What follows belongs to an exercise in optimizing a design on an open flow for small area; a production flow would make more cautious choices. Where RTL was checked, it was by simulation tests only, not by an equivalence proof against the original. Power and IR drop assume default switching activity.

old:
==> flow/design.v <==
module IPF ( clk, reset, in_en, din, ipf_type, ipf_band_pos, ipf_wo_class, ipf_offset, lcu_x, lcu_y, lcu_size, busy, out_en, dout, dout_addr, finish);
    input   clk;
    input   reset;
    input   in_en;
    input   [7:0]  din;
    input   [1:0]  ipf_type;
    input   [4:0]  ipf_band_pos;
    input          ipf_wo_class;
    input   [15:0] ipf_offset;
    input   [2:0]  lcu_x;
    input   [2:0]  lcu_y;
    input   [1:0]  lcu_size;
    output busy;
    output finish;
    output out_en;
    output [7:0] dout;
    output [13:0] dout_addr;
    wire s16 = ~(lcu_size[1] | lcu_size[0]);     
    wire s32 = lcu_size[0];
    reg [6:0] ox, oy;
    reg started, fin;
    wire [6:0] mask = s16 ? 7'h0f : s32 ? 7'h1f : 7'h3f;
    wire col_end  = &(ox | ~mask);
    wire col_zero = ~(|(ox & mask));
    wire row_end  = &(oy | ~mask);
    wire row_pen  = &(oy | ~mask | 7'd1) & ~oy[0];
    wire row_zero = ~(|(oy & mask));
    wire n_col_zero = col_end;
    wire n_col_one  = col_zero;
    wire n_row_end  = col_end ? row_pen : row_end;
    wire n_row_zero = col_end ? row_end : row_zero;
    wire new_lcu = started & row_end & col_end;
    wire [6:0] lx = s16 ? {lcu_x, 4'd0} : s32 ? {lcu_x[1:0], 5'd0} : {lcu_x[0], 6'd0};
    wire [6:0] ly = s16 ? {lcu_y, 4'd0} : s32 ? {lcu_y[1:0], 5'd0} : {lcu_y[0], 6'd0};
    wire [6:0] ox_inc = ox + 7'd1;
    wire [6:0] oy_inc = oy + 7'd1;
    always @(posedge clk) begin
        if (~started) begin
            ox <= 7'd0;
            oy <= 7'h7f;
        end
        else begin
            ox <= (ox_inc & mask) | ((new_lcu ? lx : ox) & ~mask);
            if (col_end) oy <= (oy_inc & mask) | ((new_lcu ? ly : oy) & ~mask);
        end
    end
    always @(posedge clk or posedge reset) begin
        if (reset) begin
            started <= 1'b0;
            fin <= 1'b0;
        end
        else begin
            started <= started | in_en;
            if (~in_en & started & row_end & col_end) fin <= 1'b1;
        end
    end
    assign finish = fin;
    assign busy = fin;
    assign out_en = 1'b1;
    assign dout_addr = {oy, ox};
    wire [4:0] band = din[7:3];
    wire [4:0] bd = band - ipf_band_pos;
    wire prot = (bd == 5'd0) | (bd == 5'd31) | ((bd == 5'd1) & ~(&ipf_band_pos));
    reg [7:0] r0, r1;                  
    reg [7:0] la [1:63];               
    reg [7:0] lb [1:64];               
    wire [7:0] c = s16 ? la[15] : s32 ? la[31] : la[63];    
    wire [7:0] a = s16 ? lb[16] : s32 ? lb[32] : lb[64];    
    wire [7:0] ea = ipf_wo_class ? a : r1;
    wire [7:0] ec = ipf_type[0] ? din : ipf_wo_class ? c : r0;
    wire [7:0] eb = din;
    function carry8;
        input [7:0] x, y;
        input cin;
        integer k;
        begin
            carry8 = cin;
            for (k = 0; k < 8; k = k + 1)
                carry8 = (x[k] & y[k]) | (carry8 & (x[k] | y[k]));
        end
    endfunction
    wire [8:0] esum = ea + eb;
    wire [7:0] em = esum[8:1];
    wire c_lt_m = carry8(em, ~ec, 1'b0);      
    wire c_gt_m = carry8(ec, ~em, 1'b0);      
    wire ua = carry8(ea, ~ec, c_gt_m);
    wire ub = carry8(eb, ~ec, c_gt_m);
    reg [3:0] eoff;
    always @(*) begin
        if (ipf_type[0])
            case (band[1:0])
                2'd0: eoff = ipf_offset[15:12];
                2'd1: eoff = ipf_offset[11:8];
                2'd2: eoff = ipf_offset[7:4];
                default: eoff = ipf_offset[3:0];
            endcase
        else if (c_lt_m & ua & ub)   eoff = ipf_offset[15:12];
        else if (c_gt_m & ~ua & ~ub) eoff = ipf_offset[3:0];
        else if (c_lt_m)             eoff = ipf_offset[11:8];
        else if (c_gt_m)             eoff = ipf_offset[7:4];
        else                         eoff = 4'd0;
    end
    wire [8:0] esum9 = {1'b0, ec} + {1'b0, {4{eoff[3]}}, eoff};
    wire [7:0] eout = esum9[7:0];
    wire [7:0] bsat = (esum9[8] ^ eoff[3]) ? {8{~eoff[3]}} : eout;
    wire [7:0] bout = (ipf_type[0] & ~prot) ? bsat : din;
    wire eo = ipf_type[1];               
    wire h_act = eo & ~ipf_wo_class & ~n_col_zero & ~n_col_one;
    wire v_act = eo & ipf_wo_class & ~n_row_end & ~n_row_zero;
    reg [7:0] dout_r;
    assign dout = dout_r;
    integer i;
    always @(posedge clk) begin
        dout_r <= v_act ? eout : c;
        r0 <= bout;
        r1 <= r0;
        la[1] <= h_act ? eout : r0;
        for (i = 2; i <= 63; i = i + 1) la[i] <= la[i-1];
        lb[1] <= c;
        for (i = 2; i <= 64; i = i + 1) lb[i] <= lb[i-1];
    end
endmodule
export LEC_CHECK = 0
export ABC_AREA = 1
export CAP_MARGIN = 20
export CORE_MARGIN = 2
export CORE_UTILIZATION = 70
export CTS_BUF_LIST = sky130_fd_sc_hd__clkbuf_4
export CTS_CLUSTER_DIAMETER = 30
export CTS_CLUSTER_SIZE = 10
export GPL_TIMING_DRIVEN = 0
export PLACE_DENSITY = 0.8
export SLEW_MARGIN = 20
create_clock -name core_clock -period 10.0 [get_ports {clk}]
standard.sh (not shown) runs the stock make flow with config.mk's settings and CLKGATE_MAP_FILE= SYNTH_SCRIPT=/design/flow/synth_recipe.tcl, a recipe that flattens the netlist after the stock synthesis.
==> flow/flow/run.sh <==
#!/bin/bash
# Layout flow: the standard flow (standard.sh) with these changes:
#  - after the standard synthesis, its combinational logic is re-mapped by
#    ABC (flow/remap.tcl) with a few random seeds of &deepsyn, and the
#    smallest result is used; the flip-flops are left as they are and
#    checked to be identical, else the standard netlist is kept;
#  - the port buffers use the smallest buffer cell (buf_1);
#  - clock tree synthesis inserts no dummy loads.
# Each tool's output goes to a log file in this folder; ORFS also keeps its
# per-step logs under orfs/logs.
set -euo pipefail
export BUFFER_PORTS_ARGS="-buffer_cell sky130_fd_sc_hd__buf_1"
export CTS_ARGS="-sink_clustering_enable -repair_clock_nets -sink_clustering_size 10 -sink_clustering_max_diameter 30 -buf_list {sky130_fd_sc_hd__clkbuf_4} -dont_use_dummy_load"

bash standard.sh synth > synth.log 2>&1

res=orfs/results/$FLOW_PLATFORM/IPF/base
cp $res/1_2_yosys.v standard_synth.v

flops() { grep -oE '^ *sky130_fd_sc_hd__(df|ed|sd)[a-z0-9_]+ [^ ]+' "$1" | sort; }
nflops=$(flops standard_synth.v | wc -l)

# re-map with seeds 0..7, four at a time
for batch in "0 1 2 3" "4 5 6 7"; do
  for s in $batch; do
    ABC_SEED=$s IN_V=standard_synth.v OUT_V=remap_$s.v timeout 1200 yosys -c flow/remap.tcl > remap_$s.log 2>&1 &
  done
  wait || true
done

best=""; best_area=""
for s in 0 1 2 3 4 5 6 7; do
  [ -s remap_$s.v ] && [ -s remap_$s.v.stat ] || continue
  [ "$nflops" -gt 0 ] && cmp -s <(flops standard_synth.v) <(flops remap_$s.v) || continue
  area=$(grep "Chip area" remap_$s.v.stat | awk '{print $NF}')
  if [ -z "$best" ] || awk "BEGIN{exit !($area < $best_area)}"; then best=$s; best_area=$area; fi
done

if [ -n "$best" ]; then
  echo "re-mapped netlist of seed $best used (cell area $best_area); flip-flops identical: $nflops" > remap_check.log
  cp remap_$best.v $res/1_2_yosys.v
  touch $res/1_2_yosys.v
else
  echo "re-mapping failed or changed flip-flops; standard netlist kept" > remap_check.log
fi

bash standard.sh > flow.log 2>&1
Other scripts of this flow, unchanged in this note and not shown: flow/flow/remap.tcl
Modified inputs, new compared to old
-- flow/design.v --
<<< old, line 16
    output [7:0] dout;
    output [13:0] dout_addr;
    wire s16 = ~(lcu_size[1] | lcu_size[0]);     
    wire s32 = lcu_size[0];
    reg [6:0] ox, oy;
    reg started, fin;
>>> new, line 16
    output [7:0] dout;
    output [13:0] dout_addr;
    reg [1:0] size;
    always @(posedge clk) size <= lcu_size;
    wire s16 = ~(size[1] | size[0]);     
    wire s32 = size[0];
    reg [6:0] ox, oy;
    reg started, fin;
<<< old, line 35
    wire [6:0] ox_inc = ox + 7'd1;
    wire [6:0] oy_inc = oy + 7'd1;
    always @(posedge clk) begin
        if (~started) begin
            ox <= 7'd0;
            oy <= 7'h7f;
        end
        else begin
            ox <= (ox_inc & mask) | ((new_lcu ? lx : ox) & ~mask);
            if (col_end) oy <= (oy_inc & mask) | ((new_lcu ? ly : oy) & ~mask);
        end
    end
    always @(posedge clk or posedge reset) begin
        if (reset) begin
            started <= 1'b0;
            fin <= 1'b0;
>>> new, line 37
    wire [6:0] ox_inc = ox + 7'd1;
    wire [6:0] oy_inc = oy + 7'd1;
    always @(posedge clk or posedge reset) begin
        if (reset) begin
            ox <= 7'd0;
            oy <= 7'h7f;
            started <= 1'b0;
            fin <= 1'b0;
<<< old, line 52
        else begin
            started <= started | in_en;
            if (~in_en & started & row_end & col_end) fin <= 1'b1;
        end
>>> new, line 46
        else begin
            started <= started | in_en;
            if (started) ox <= (ox_inc & mask) | ((new_lcu ? lx : ox) & ~mask);
            if (started & col_end) oy <= (oy_inc & mask) | ((new_lcu ? ly : oy) & ~mask);
            if (~in_en & started & row_end & col_end) fin <= 1'b1;
        end
==> notes.md <==
In terms of final-layout worst hold slack, new and old differ only marginally.
new ended with more clock skew after layout than old.
Looking at synthesized cell count across old and new, the one that comes out lower is new.
Compared with old, new shows die area higher by 120 µm².
Cell area after placement: new vs old up 0.33%
Run comparison: old start point of the critical path lcu_size[0]; new start point of the critical path ipf_wo_class
NOTE number of non-clock buffers old->new decreased by more than 10%
The run showing the smaller overall power of the completed layout is new.
Function not checked in old: the RTL went through the layout flow alone.

========
branch juniper:
RTL: the design.v shown in full above, as it stands there.
Settings: LEC_CHECK=0, ABC_AREA=1, CAP_MARGIN=20, CORE_MARGIN=2, CORE_UTILIZATION=70, CTS_BUF_LIST=sky130_fd_sc_hd__clkbuf_4, CTS_CLUSTER_DIAMETER=30, CTS_CLUSTER_SIZE=10, PLACE_DENSITY=0.8, SLEW_MARGIN=20; clock period 10.0 ns.
Scripts as last shown in full above: flow/flow/run.sh
Other scripts of this flow, unchanged in this note and not shown: flow/flow/remap.tcl
--- input diff branch juniper..branch pepper ---
--- a/flow/design.v
+++ b/flow/design.v
@@ -16,6 +16,8 @@
     output [7:0] dout;
     output [13:0] dout_addr;
-    wire s16 = ~(lcu_size[1] | lcu_size[0]);     
-    wire s32 = lcu_size[0];
+    reg [1:0] size;
+    always @(posedge clk) size <= lcu_size;
+    wire s16 = ~(size[1] | size[0]);     
+    wire s32 = size[0];
     reg [6:0] ox, oy;
     reg started, fin;
@@ -35,16 +37,8 @@
     wire [6:0] ox_inc = ox + 7'd1;
     wire [6:0] oy_inc = oy + 7'd1;
-    always @(posedge clk) begin
-        if (~started) begin
+    always @(posedge clk or posedge reset) begin
+        if (reset) begin
             ox <= 7'd0;
             oy <= 7'h7f;
-        end
-        else begin
-            ox <= (ox_inc & mask) | ((new_lcu ? lx : ox) & ~mask);
-            if (col_end) oy <= (oy_inc & mask) | ((new_lcu ? ly : oy) & ~mask);
-        end
-    end
-    always @(posedge clk or posedge reset) begin
-        if (reset) begin
             started <= 1'b0;
             fin <= 1'b0;
@@ -52,4 +46,6 @@
         else begin
             started <= started | in_en;
+            if (started) ox <= (ox_inc & mask) | ((new_lcu ? lx : ox) & ~mask);
+            if (started & col_end) oy <= (oy_inc & mask) | ((new_lcu ? ly : oy) & ~mask);
             if (~in_en & started & row_end & col_end) fin <= 1'b1;
         end
Notes after the runs:
Delta (branch pepper minus branch juniper): ratio of final minimum period to clock period dropped 3.0 points; global-route usage over all layers dropped 0.99 points; number of tap instances barely changed; non-clock buffer count dropped 27; clock tree buffer count of the final layout climbed 2. Number of standard-cell rows in the floorplan: branch juniper vs branch pepper identical. In branch pepper relative to branch juniper, power consumption had gone down slightly. Going from branch juniper to branch pepper, the total standard cell area after synthesis was found to have gone up by 79 µm². Looking only at proportion of cell area occupied by registers, and setting everything else aside, the lower value of branch juniper and branch pepper goes to branch juniper. Clock insertion delay at the later pin of the skew report ends up lower on branch pepper. Final design instance area without fill, branch juniper and branch pepper: lower on branch pepper. Summary: with branch juniper as the reference, cell depth of the worst flop-to-flop path in branch pepper moved up by more than 10%. The post-route clock skew reported for branch pepper is smaller than that of branch juniper by 0.016 ns.
Function not checked in branch juniper: the RTL went through the layout flow alone.

[re-timing with driven ports]
The results above use ideal ports. As a check the final layouts listed here were re-extracted and re-timed, cells and wires unchanged. Step 1, drivers: a clkbuf_16 drives clk and a buf_2 each remaining input, both assumed. Step 2 moves the port delays by t, midway between the first and last clock arrival at a register: inputs arrive t later, outputs are due t later. That takes back most of the time a late clock gives input paths. Slacks: no drivers / after step 1 / after step 2; pairs: no drivers / after step 1.
| run | t, ns | setup slack, ns | worst setup path after step 2 | clock arrival spread, ns | pins driven straight from the clock port |
|---|---|---|---|---|---|
| old | 0.804 | 0.249 / 0.278 / -0.527 | input to register | 0.093 / 0.093 | 1 |
| new | 0.770 | 0.519 / 0.510 / -0.260 | input to register | 0.106 / 0.106 | 1 |
| branch juniper | 0.817 | 0.489 / 0.516 / -0.301 | input to register | 0.136 / 0.136 | 1 |
| branch pepper | 0.806 | 0.793 / 0.779 / -0.027 | input to register | 0.095 / 0.095 | 1 |
With both steps, setup timing fails in every run listed, where it was met with ideal ports. The setup slack of branch pepper, which loses most, moves by -0.014 ns with the drivers and by -0.820 ns with both steps.
